This is an optimization exercise on Yosys and OpenROAD, whose aim is small area, a short achievable clock period and few clock cycles per item, not a production implementation.
At most, simulation tests tie the RTL to the original design; equivalence was not proved.
No activity file was given, so power comes from the tool's default toggle rates.

Setup of P:
==> flow/design.v (excerpt) <==
module matrix_pipeline_mac_top (
    input wire clk,
    input wire rst,
    input wire start,
    input wire [7:0] a11, a12, a13,
    input wire [7:0] a21, a22, a23,
    input wire [7:0] a31, a32, a33,
    input wire [7:0] b11, b12, b13,
    input wire [7:0] b21, b22, b23,
    input wire [7:0] b31, b32, b33,
    output wire [15:0] c11, c12, c13,
    output wire [15:0] c21, c22, c23,
    output wire [15:0] c31, c32, c33,
    output reg done
);
export LEC_CHECK = 0
export CAP_MARGIN = 20
export CORE_MARGIN = 2
export CORE_UTILIZATION = 55
export CTS_BUF_LIST = sky130_fd_sc_hd__clkbuf_8
export GPL_ROUTABILITY_DRIVEN = 0
export SLEW_MARGIN = 20
export SYNTH_HIERARCHICAL = 1
export SYNTH_MINIMUM_KEEP_SIZE = 0
create_clock -name core_clock -period 6.0 [get_ports {clk}]
standard.sh (not shown) runs the stock make flow with config.mk's settings and CLKGATE_MAP_FILE= SYNTH_SCRIPT=/design/flow/synth_recipe.tcl, a recipe that flattens the netlist after the stock synthesis.
==> flow/flow/run.sh <==
#!/bin/bash
# The standard layout, with sky130_fd_sc_hd__buf_8 as the input port buffers
# and sky130_fd_sc_hd__buf_1 as the output port buffers (ORFS otherwise buffers
# every port with the slow clkdlybuf4s50_1 delay cell).  The output buffers
# are added right after global placement (flow/post_gpl.tcl), since the
# timing-driven global placement removes buffers before it buffers the ports.
set -o pipefail
bash standard.sh BUFFER_PORTS_ARGS="-inputs -buffer_cell sky130_fd_sc_hd__buf_8" \
    POST_GLOBAL_PLACE_TCL="$PWD/flow/post_gpl.tcl" finish 2>&1 | tee standard_make.log
==> flow/flow/post_gpl.tcl <==
# Buffer the output ports after global placement, with a small buffer: the
# output paths have slack to spare.
buffer_ports -outputs -buffer_cell sky130_fd_sc_hd__buf_1
Testbench counts of P, summed over its fixed seeds: cycles 960, items 960.
> inputs changed (P -> Q)
Settings: changing CORE_UTILIZATION from 55 to 65; removing GPL_ROUTABILITY_DRIVEN (formerly 0).
==> flow/flow/run.sh <==
#!/bin/bash
# The standard layout, with sky130_fd_sc_hd__buf_6 as the input port buffers
# and sky130_fd_sc_hd__buf_2 as the output port buffers (ORFS otherwise buffers
# every port with the slow clkdlybuf4s50_1 delay cell).  The output buffers
# are added right after global placement (flow/post_gpl.tcl), since the
# timing-driven global placement removes buffers before it buffers the ports.
set -o pipefail
bash standard.sh BUFFER_PORTS_ARGS="-inputs -buffer_cell sky130_fd_sc_hd__buf_6" \
    POST_GLOBAL_PLACE_TCL="$PWD/flow/post_gpl.tcl" finish 2>&1 | tee standard_make.log
==> flow/flow/post_gpl.tcl <==
# Buffer the output ports after global placement, with a small buffer: the
# output paths have slack to spare.
buffer_ports -outputs -buffer_cell sky130_fd_sc_hd__buf_2
[summary]
Q ended with more antenna diode instance count than P.
Delta (Q minus P): area growth from synthesis to final layout down 1.1 points; detailed-routed wire length on met2 -about 5%.
Changes observed in Q relative to P: placeable core region went down; global-route wire length before repair -about 2%; internal power shows an increase of 2.9%; final standard cell area without fillers dropped 560 sq um; layout clock buffer count +5.
Highest clock frequency the design can meet (higher): P
| share of total power consumed by net switching | higher: P |
### Q -> R
Settings: changing CORE_UTILIZATION from 65 to 55; setting SETUP_SLACK_MARGIN to 1.7 for the first time.
==> flow/flow/run.sh <==
#!/bin/bash
# The standard layout, with sky130_fd_sc_hd__buf_8 as the input port buffers
# and sky130_fd_sc_hd__buf_1 as the output port buffers (ORFS otherwise buffers
# every port with the slow clkdlybuf4s50_1 delay cell).  The output buffers
# are added right after global placement (flow/post_gpl.tcl), since the
# timing-driven global placement removes buffers before it buffers the ports.
set -o pipefail
bash standard.sh BUFFER_PORTS_ARGS="-inputs -buffer_cell sky130_fd_sc_hd__buf_8" \
    POST_GLOBAL_PLACE_TCL="$PWD/flow/post_gpl.tcl" finish 2>&1 | tee standard_make.log
==> flow/flow/post_gpl.tcl <==
# Buffer the output ports after global placement, with a small buffer: the
# output paths have slack to spare.
buffer_ports -outputs -buffer_cell sky130_fd_sc_hd__buf_1
[summary]
R — part of the power in combinational logic 0.3 points higher, Q as reference
Higher setup slack of the critical path after layout was reported by R, not Q.
Going from Q to R, total power grew by a few percent.
[R vs Q] amount of wire on met3 after detailed routing: lower in R
--- input diff R..S ---
Settings: changing CTS_BUF_LIST from sky130_fd_sc_hd__clkbuf_8 to sky130_fd_sc_hd__clkbuf_4; changing CORE_UTILIZATION from 55 to 65; removing SETUP_SLACK_MARGIN (formerly 1.7).
diff --git a/flow/flow/run.sh b/flow/flow/run.sh
--- a/flow/flow/run.sh
+++ b/flow/flow/run.sh
@@ -2,3 +2,3 @@
 # The standard layout, with sky130_fd_sc_hd__buf_8 as the input port buffers
-# and sky130_fd_sc_hd__buf_1 as the output port buffers (ORFS otherwise buffers
+# and sky130_fd_sc_hd__buf_2 as the output port buffers (ORFS otherwise buffers
 # every port with the slow clkdlybuf4s50_1 delay cell).  The output buffers
==> flow/flow/post_gpl.tcl <==
# Buffer the output ports after global placement, with a small buffer: the
# output paths have slack to spare.
buffer_ports -outputs -buffer_cell sky130_fd_sc_hd__buf_2
[summary]
The portion of the layout cell area used by clock cells on R is in line with that on S. Sequential share of layout area came out higher on S than on R. Comparing the two runs side by side, S comes out ahead of R on total power. In S relative to R, design area had gone down by a few percent. Per the comparison of S with R, net switching component of the power lower, fraction of power consumed by the clock network roughly the same. S | status: complete | timing, DRC, antenna: pass. Compared with R, S shows a higher ratio of final minimum period to clock period.

matrix_pipeline_mac_top, a different RTL version from the one above (not shown whole).
For scale: ~4600 cells after synthesis, roughly 240 flip-flops, roughly 51000 um2 of cells after synthesis.
==> flow/design.v (excerpt) <==
module matrix_pipeline_mac_top (
    input wire clk,
    input wire rst,
    input wire start,
    input wire [7:0] a11, a12, a13,
    input wire [7:0] a21, a22, a23,
    input wire [7:0] a31, a32, a33,
    input wire [7:0] b11, b12, b13,
    input wire [7:0] b21, b22, b23,
    input wire [7:0] b31, b32, b33,
    output wire [15:0] c11, c12, c13,
    output wire [15:0] c21, c22, c23,
    output wire [15:0] c31, c32, c33,
    output reg done
);
export LEC_CHECK = 0
export CAP_MARGIN = 20
export CORE_MARGIN = 2
export CORE_UTILIZATION = 40
export SLEW_MARGIN = 20
export SYNTH_HIERARCHICAL = 1
export SYNTH_MINIMUM_KEEP_SIZE = 0
create_clock -name core_clock -period 6.0 [get_ports {clk}]
run.sh (not shown) runs the stock make flow with config.mk's settings and CLKGATE_MAP_FILE= SYNTH_SCRIPT=/design/flow/synth_recipe.tcl, a recipe that flattens the netlist after the stock synthesis.
Stock flow here: none of the scripts above is used.
Testbench counts at the start, summed over its fixed seeds: cycles 960, items 960.
Change:
==> flow/flow/run.sh (new file) <==
#!/bin/bash
# The standard layout, with sky130_fd_sc_hd__buf_4 as the port buffers
# (ORFS otherwise buffers the ports with the slow clkdlybuf4s50_1 delay cell).
set -o pipefail
bash standard.sh BUFFER_PORTS_ARGS="-buffer_cell sky130_fd_sc_hd__buf_4" finish 2>&1 | tee standard_make.log
==> flow/standard.sh (new file) <==
#!/bin/bash
# synth_recipe.tcl (not shown) runs the flow's synth.tcl, then flattens the netlist and writes it again
# the make line also repeats each setting of config.mk as NAME=value (left out here)
make -C /OpenROAD-flow-scripts/flow DESIGN_CONFIG=/design/flow/config.mk WORK_HOME=/design/flow/orfs CLKGATE_MAP_FILE= SYNTH_SCRIPT=/design/flow/synth_recipe.tcl "${@:-finish}"
removed: flow/run.sh
Design area came out lower by 5.9%. Critical path depth came out higher by 2. Global-route usage came out lower by 0.31 points. Combinational power came out lower by about 5%. Synthesized area is unchanged. Routed wire length came out lower by about 1.8%. Non-clock buffer count came out lower by 156. Utilization came out lower by 2.7 points.
Change:
==> flow/run.sh (new file) <==
#!/bin/bash
# synth_recipe.tcl (not shown) runs the flow's synth.tcl, then flattens the netlist and writes it again
# the make line also repeats each setting of config.mk as NAME=value (left out here)
make -C /OpenROAD-flow-scripts/flow DESIGN_CONFIG=/design/flow/config.mk WORK_HOME=/design/flow/orfs CLKGATE_MAP_FILE= SYNTH_SCRIPT=/design/flow/synth_recipe.tcl finish
- GPL_TIMING_DRIVEN: default -> 0
removed: flow/flow/run.sh
removed: flow/standard.sh
Effect:
- With this change the flow produced a layout that fails on negative setup slack
- sequential cell count does not change
- synthesized cell count is unchanged
- synthesized area does not change
- via count climbs by a few percent
- setup slack degrades by 1500 ps
- combinational power climbs by a few percent
- power climbs by a few percent
- clock-buffer cell count drops by 4
- core utilization climbs by 1.2 points
- global-route usage climbs by 3.9 points
Change:
==> flow/flow/run.sh (new file) <==
#!/bin/bash
# The standard layout, with sky130_fd_sc_hd__buf_2 as the port buffers
# (ORFS otherwise buffers the ports with the slow clkdlybuf4s50_1 delay cell).
set -o pipefail
bash standard.sh BUFFER_PORTS_ARGS="-buffer_cell sky130_fd_sc_hd__buf_2" finish 2>&1 | tee standard_make.log
==> flow/standard.sh (new file) <==
#!/bin/bash
# synth_recipe.tcl (not shown) runs the flow's synth.tcl, then flattens the netlist and writes it again
# the make line also repeats each setting of config.mk as NAME=value (left out here)
make -C /OpenROAD-flow-scripts/flow DESIGN_CONFIG=/design/flow/config.mk WORK_HOME=/design/flow/orfs CLKGATE_MAP_FILE= SYNTH_SCRIPT=/design/flow/synth_recipe.tcl "${@:-finish}"
- GPL_TIMING_DRIVEN: 0 -> default
removed: flow/run.sh
With this change the flow completed without violations; die area stays the same; clock skew is unchanged; synthesized cell count stays the same; setup slack gets better by 1300 ps; hold slack loses 110 ps; wire length goes down by 12%.
Change:
==> flow/flow/run.sh (replaced) <==
#!/bin/bash
# The standard layout, with sky130_fd_sc_hd__buf_4 as the port buffers
# (ORFS otherwise buffers the ports with the slow clkdlybuf4s50_1 delay cell).
set -o pipefail
bash standard.sh BUFFER_PORTS_ARGS="-buffer_cell sky130_fd_sc_hd__buf_4" finish 2>&1 | tee standard_make.log
- CORE_UTILIZATION: 40 -> 65
- The changed run went through all stages and came out clean
- wire length came out lower by roughly a tenth
- maximum frequency came out higher by a few percent
- cell area came out lower by a few percent
- global-route usage came out higher by 12 points
- first-iteration DRC count came out lower slightly
- total power came out higher slightly
- combinational power is about the same
- sequential cell count is unchanged
- area after synthesis is unchanged

## job 9440
Another version of the RTL of matrix_pipeline_mac_top (not shown whole).
Size: ~4600 cells after synthesis, ~51000 um^2 of cells after synthesis.
Design matrix_pipeline_mac_top, start of the top module:
module matrix_pipeline_mac_top (
    input wire clk,
    input wire rst,
    input wire start,
    input wire [7:0] a11, a12, a13,
    input wire [7:0] a21, a22, a23,
    input wire [7:0] a31, a32, a33,
    input wire [7:0] b11, b12, b13,
    input wire [7:0] b21, b22, b23,
    input wire [7:0] b31, b32, b33,
    output wire [15:0] c11, c12, c13,
    output wire [15:0] c21, c22, c23,
    output wire [15:0] c31, c32, c33,
    output reg done
);
clock: 6.0 ns
lec_check: 0
cap_margin: 20
core_margin: 2
core_utilization: 65
slew_margin: 20
synth_hierarchical: 1
synth_minimum_keep_size: 0
standard.sh (not shown) runs the stock make flow with config.mk's settings and CLKGATE_MAP_FILE= SYNTH_SCRIPT=/design/flow/synth_recipe.tcl, a recipe that flattens the netlist after the stock synthesis.
==> flow/flow/run.sh <==
#!/bin/bash
# The standard layout, with sky130_fd_sc_hd__buf_4 as the port buffers
# (ORFS otherwise buffers the ports with the slow clkdlybuf4s50_1 delay cell).
set -o pipefail
bash standard.sh BUFFER_PORTS_ARGS="-buffer_cell sky130_fd_sc_hd__buf_4" finish 2>&1 | tee standard_make.log
Per the final summary, job 9440 finished and its layout is clean on timing, DRC and antenna.
### job 9440 -> job 9683
- SETUP_SLACK_MARGIN now 1.8, previously not set
==> flow/flow/run.sh <==
#!/bin/bash
# The standard layout, with sky130_fd_sc_hd__buf_8 as the input port buffers
# and sky130_fd_sc_hd__buf_2 as the output port buffers (ORFS otherwise buffers
# every port with the slow clkdlybuf4s50_1 delay cell).  The output buffers
# are added right after global placement (flow/post_gpl.tcl), since the
# timing-driven global placement removes buffers before it buffers the ports.
set -o pipefail
bash standard.sh BUFFER_PORTS_ARGS="-inputs -buffer_cell sky130_fd_sc_hd__buf_8" \
    POST_GLOBAL_PLACE_TCL="$PWD/flow/post_gpl.tcl" finish 2>&1 | tee standard_make.log
==> flow/flow/post_gpl.tcl (new file) <==
# Buffer the output ports after global placement, with a small buffer: the
# output paths have slack to spare.
buffer_ports -outputs -buffer_cell sky130_fd_sc_hd__buf_2
### Flow results
- Job 9683: PASS, flow complete, no timing, DRC or antenna violations
- Route | job 9683 vs job 9440 | wire longer in job 9683
- Utilization of the core after routing in job 9683 is 5.0 points above job 9440.
- Going from job 9440 to job 9683, number of global-route vias before repair lower; setup slack after layout higher; final area higher; final total power higher.
- The sequential power was comparable across job 9683 and job 9440.
- Between job 9440 and job 9683, the met3 usage does not differ in any meaningful way.
The following lists how job 640 was set up differently from job 9683:
- clearing SETUP_SLACK_MARGIN, which used to be 1.8
- swapping 65 for 80 in CORE_UTILIZATION
==> flow/flow/run.sh <==
#!/bin/bash
# The standard layout, with sky130_fd_sc_hd__buf_4 as the port buffers
# (ORFS otherwise buffers the ports with the slow clkdlybuf4s50_1 delay cell).
set -o pipefail
bash standard.sh BUFFER_PORTS_ARGS="-buffer_cell sky130_fd_sc_hd__buf_4" finish 2>&1 | tee standard_make.log
removed: flow/flow/post_gpl.tcl
[summary]
- Wire length: lower on job 640
- Between job 640 and job 9683, it is job 640 whose clock latency on the worst-skew pair is higher, by 20 ps.
- Job 640 did not stop at any stage, and its layout met the timing, DRC and antenna checks.
- Of job 9683 and job 640, the higher share of cells above drive strength 1 belongs to job 9683.
- On path length in cells of the critical path, the higher figure sits with job 9683, not job 640.
- Number of pins exceeding their max-slew limit in the final report: job 9683 vs job 640 identical
- Job 640: vertical extent of the die 9.7% below job 9683
diff inputs: job 640 => job 2830
- changing CORE_UTILIZATION from 80 to 65
==> flow/flow/run.sh <==
#!/bin/bash
# The standard layout, with sky130_fd_sc_hd__buf_8 as the input port buffers
# and sky130_fd_sc_hd__buf_2 as the output port buffers (ORFS otherwise buffers
# every port with the slow clkdlybuf4s50_1 delay cell).  The output buffers
# are added right after global placement (flow/post_gpl.tcl), since the
# timing-driven global placement removes buffers before it buffers the ports.
set -o pipefail
bash standard.sh BUFFER_PORTS_ARGS="-inputs -buffer_cell sky130_fd_sc_hd__buf_8" \
    POST_GLOBAL_PLACE_TCL="$PWD/flow/post_gpl.tcl" finish 2>&1 | tee standard_make.log
==> flow/flow/post_gpl.tcl (new file) <==
# Buffer the output ports after global placement, with a small buffer: the
# output paths have slack to spare.
buffer_ports -outputs -buffer_cell sky130_fd_sc_hd__buf_2
## What came out
- Delta (job 2830 minus job 640): post-place setup slack saw an increase, final cell count without fillers saw an increase, setup violation total in the final timing report saw little to no change, total number of vias saw a decrease, number of vias per cell after detailed routing saw a decrease.
- In job 2830, the total power divided by cell area came out 7.4% below the value in job 640.
- [compare] base=job 640 new=job 2830: area overhead of the layout relative to synthesis moved up; final net count flat; final area rose about 1.7%.
- Comparing job 2830 and job 640, the higher largest voltage drop on the vdd net is on job 640.
- Re wire length of the first global-routing pass: job 2830 is 2.2% down on job 640.
No functional check of the RTL was part of any run of this note.

RTL: one of the versions met above, not the one the previous note started from.
Size: about 4500 cells after synthesis, ~50000 µm² of cells after synthesis.
clock: 6.0 ns
lec_check: 0
cap_margin: 20
core_margin: 2
core_utilization: 55
cts_buf_list: sky130_fd_sc_hd__clkbuf_8
place_density: 0.75
slew_margin: 20
synth_hierarchical: 1
synth_minimum_keep_size: 0
==> flow/flow/run.sh <==
#!/bin/bash
# The standard layout, with sky130_fd_sc_hd__buf_8 as the input port buffers
# and sky130_fd_sc_hd__buf_1 as the output port buffers (ORFS otherwise buffers
# every port with the slow clkdlybuf4s50_1 delay cell).  The output buffers
# are added right after global placement (flow/post_gpl.tcl), since the
# timing-driven global placement removes buffers before it buffers the ports.
set -o pipefail
bash standard.sh BUFFER_PORTS_ARGS="-inputs -buffer_cell sky130_fd_sc_hd__buf_8" \
    POST_GLOBAL_PLACE_TCL="$PWD/flow/post_gpl.tcl" finish 2>&1 | tee standard_make.log
==> flow/flow/post_gpl.tcl <==
# Buffer the output ports after global placement, with a small buffer: the
# output paths have slack to spare.
buffer_ports -outputs -buffer_cell sky130_fd_sc_hd__buf_1
The starting point finished clean.
Testbench counts at the start, summed over its fixed seeds: cycles 960, items 960.
Then changed:
--- a/flow/config.mk
+++ b/flow/config.mk
@@ -10,5 +10,4 @@
 export CORE_UTILIZATION = 55
 export CTS_BUF_LIST = sky130_fd_sc_hd__clkbuf_8
-export PLACE_DENSITY = 0.75
 export SLEW_MARGIN = 20
 export SYNTH_HIERARCHICAL = 1
- count of clock-buffer cells in the layout falls by 3
- die area is unchanged
- global-route usage rises by 0.11 points
- worst hold slack stays flat
- via count falls by 4.0%
- worst setup slack loses 0.013 ns
- synthesized cell count stays the same
- flip-flop and latch count is unchanged
- register-to-register slack stays flat
- routed wire length barely changes
Then changed:
--- a/flow/flow/run.sh
+++ b/flow/flow/run.sh
@@ -1,5 +1,5 @@
 #!/bin/bash
 # The standard layout, with sky130_fd_sc_hd__buf_8 as the input port buffers
-# and sky130_fd_sc_hd__buf_1 as the output port buffers (ORFS otherwise buffers
+# and sky130_fd_sc_hd__buf_2 as the output port buffers (ORFS otherwise buffers
 # every port with the slow clkdlybuf4s50_1 delay cell).  The output buffers
 # are added right after global placement (flow/post_gpl.tcl), since the
==> flow/flow/post_gpl.tcl (replaced) <==
# Buffer the output ports after global placement, with a small buffer: the
# output paths have slack to spare.
buffer_ports -outputs -buffer_cell sky130_fd_sc_hd__buf_2
--- a/flow/config.mk
+++ b/flow/config.mk
@@ -8,6 +8,5 @@
 export CAP_MARGIN = 20
 export CORE_MARGIN = 2
-export CORE_UTILIZATION = 55
-export CTS_BUF_LIST = sky130_fd_sc_hd__clkbuf_8
+export CORE_UTILIZATION = 65
 export SLEW_MARGIN = 20
 export SYNTH_HIERARCHICAL = 1
Effect: Flip-flop and latch count does not change; setup slack got worse by 0.14 ns; global-route usage grows by 6.0 points; routed wire length goes down by 1.5%; clock power went up by 27%.
Then changed:
--- a/flow/config.mk
+++ b/flow/config.mk
@@ -8,5 +8,6 @@
 export CAP_MARGIN = 20
 export CORE_MARGIN = 2
-export CORE_UTILIZATION = 65
+export CORE_UTILIZATION = 55
+export CTS_BUF_LIST = sky130_fd_sc_hd__clkbuf_8
 export SLEW_MARGIN = 20
 export SYNTH_HIERARCHICAL = 1
Result:
- hold slack degrades by 0.16 ns
- routed wire length rose by about 1.8%
- die area rose by about 18%
- clock skew stays the same

separate check: timing with driven ports:
How much do the figures lean on ideal ports? The routed layouts below were timed once more, with nothing changed but the port constraints. Step 1 sets driving cells, clkbuf_16 on the clock port and buf_2 on the other inputs (assumed; they add their load-dependent delay and slew). Step 2, shift: input delay + t, output delay - t, t = (earliest + latest rising clock arrival at the registers) / 2. This alone moves slack from input paths to output paths. Slacks: ideal / step 1 / step 2; pairs: ideal / step 1.
| run | shift t [ns] | setup slack, ns | hold WS [ns] | clock arrival spread, ns | worst slew at a driven data input, ns |
|---|---|---|---|---|---|
| P | 0.764 | 1.615 / 1.630 / 0.866 | 0.313 / 0.285 / 0.472 | 0.053 / 0.052 | 0.10 |
| Q | 0.716 | 1.503 / 1.514 / 0.799 | 0.353 / 0.320 / 0.464 | 0.032 / 0.031 | 0.08 |
| R | 0.738 | 1.699 / 1.720 / 0.982 | 0.371 / 0.338 / 0.479 | 0.061 / 0.060 | 0.12 |
| S | 0.923 | 1.581 / 1.513 / 0.868 | 0.144 / 0.116 / 0.498 | 0.119 / 0.120 | 0.09 |
| the first run of note 2 | 0.680 | 0.923 / 0.847 / 0.212 | 0.474 / 0.474 / 0.474 | 0.037 / 0.037 | 0.17 |
| the second run of note 2 | 0.675 | 1.346 / 1.368 / 0.693 | 0.423 / 0.377 / 0.476 | 0.025 / 0.024 | 0.18 |
| the third run of note 2 | 0.705 | -0.117 / -0.073 / -0.778 | 0.470 / 0.470 / 0.470 | 0.036 / 0.036 | 0.18 |
| the fourth run of note 2 | 0.714 | 1.224 / 1.226 / 0.512 | 0.356 / 0.302 / 0.468 | 0.064 / 0.065 | 0.18 |
| the fifth run of note 2 | 0.680 | 1.404 / 1.423 / 0.742 | 0.407 / 0.355 / 0.469 | 0.045 / 0.045 | 0.11 |
| job 9440 | 0.715 | 1.405 / 1.399 / 0.684 | 0.393 / 0.348 / 0.487 | 0.020 / 0.020 | 0.12 |
| job 9683 | 0.691 | 1.696 / 1.561 / 0.870 | 0.415 / 0.381 / 0.510 | 0.048 / 0.048 | 0.27 |
| job 640 | 0.712 | 1.350 / 1.374 / 0.662 | 0.397 / 0.355 / 0.479 | 0.035 / 0.035 | 0.12 |
| job 2830 | 0.703 | 1.520 / 1.536 / 0.833 | 0.375 / 0.342 / 0.477 | 0.024 / 0.024 | 0.14 |
| the first run of note 4 | 0.776 | 1.628 / 1.606 / 0.830 | 0.311 / 0.286 / 0.472 | 0.034 / 0.034 | 0.10 |
| the second run of note 4 | 0.764 | 1.615 / 1.630 / 0.866 | 0.313 / 0.285 / 0.472 | 0.053 / 0.052 | 0.10 |
| the third run of note 4 | 0.625 | 1.472 / 1.474 / 0.849 | 0.458 / 0.424 / 0.489 | 0.024 / 0.024 | 0.10 |
| the fourth run of note 4 | 0.775 | 1.627 / 1.615 / 0.869 | 0.297 / 0.265 / 0.469 | 0.033 / 0.032 | 0.10 |
For job 9683, which loses most, drivers alone change the setup slack by -0.135 ns; drivers and shift together by -0.826 ns.
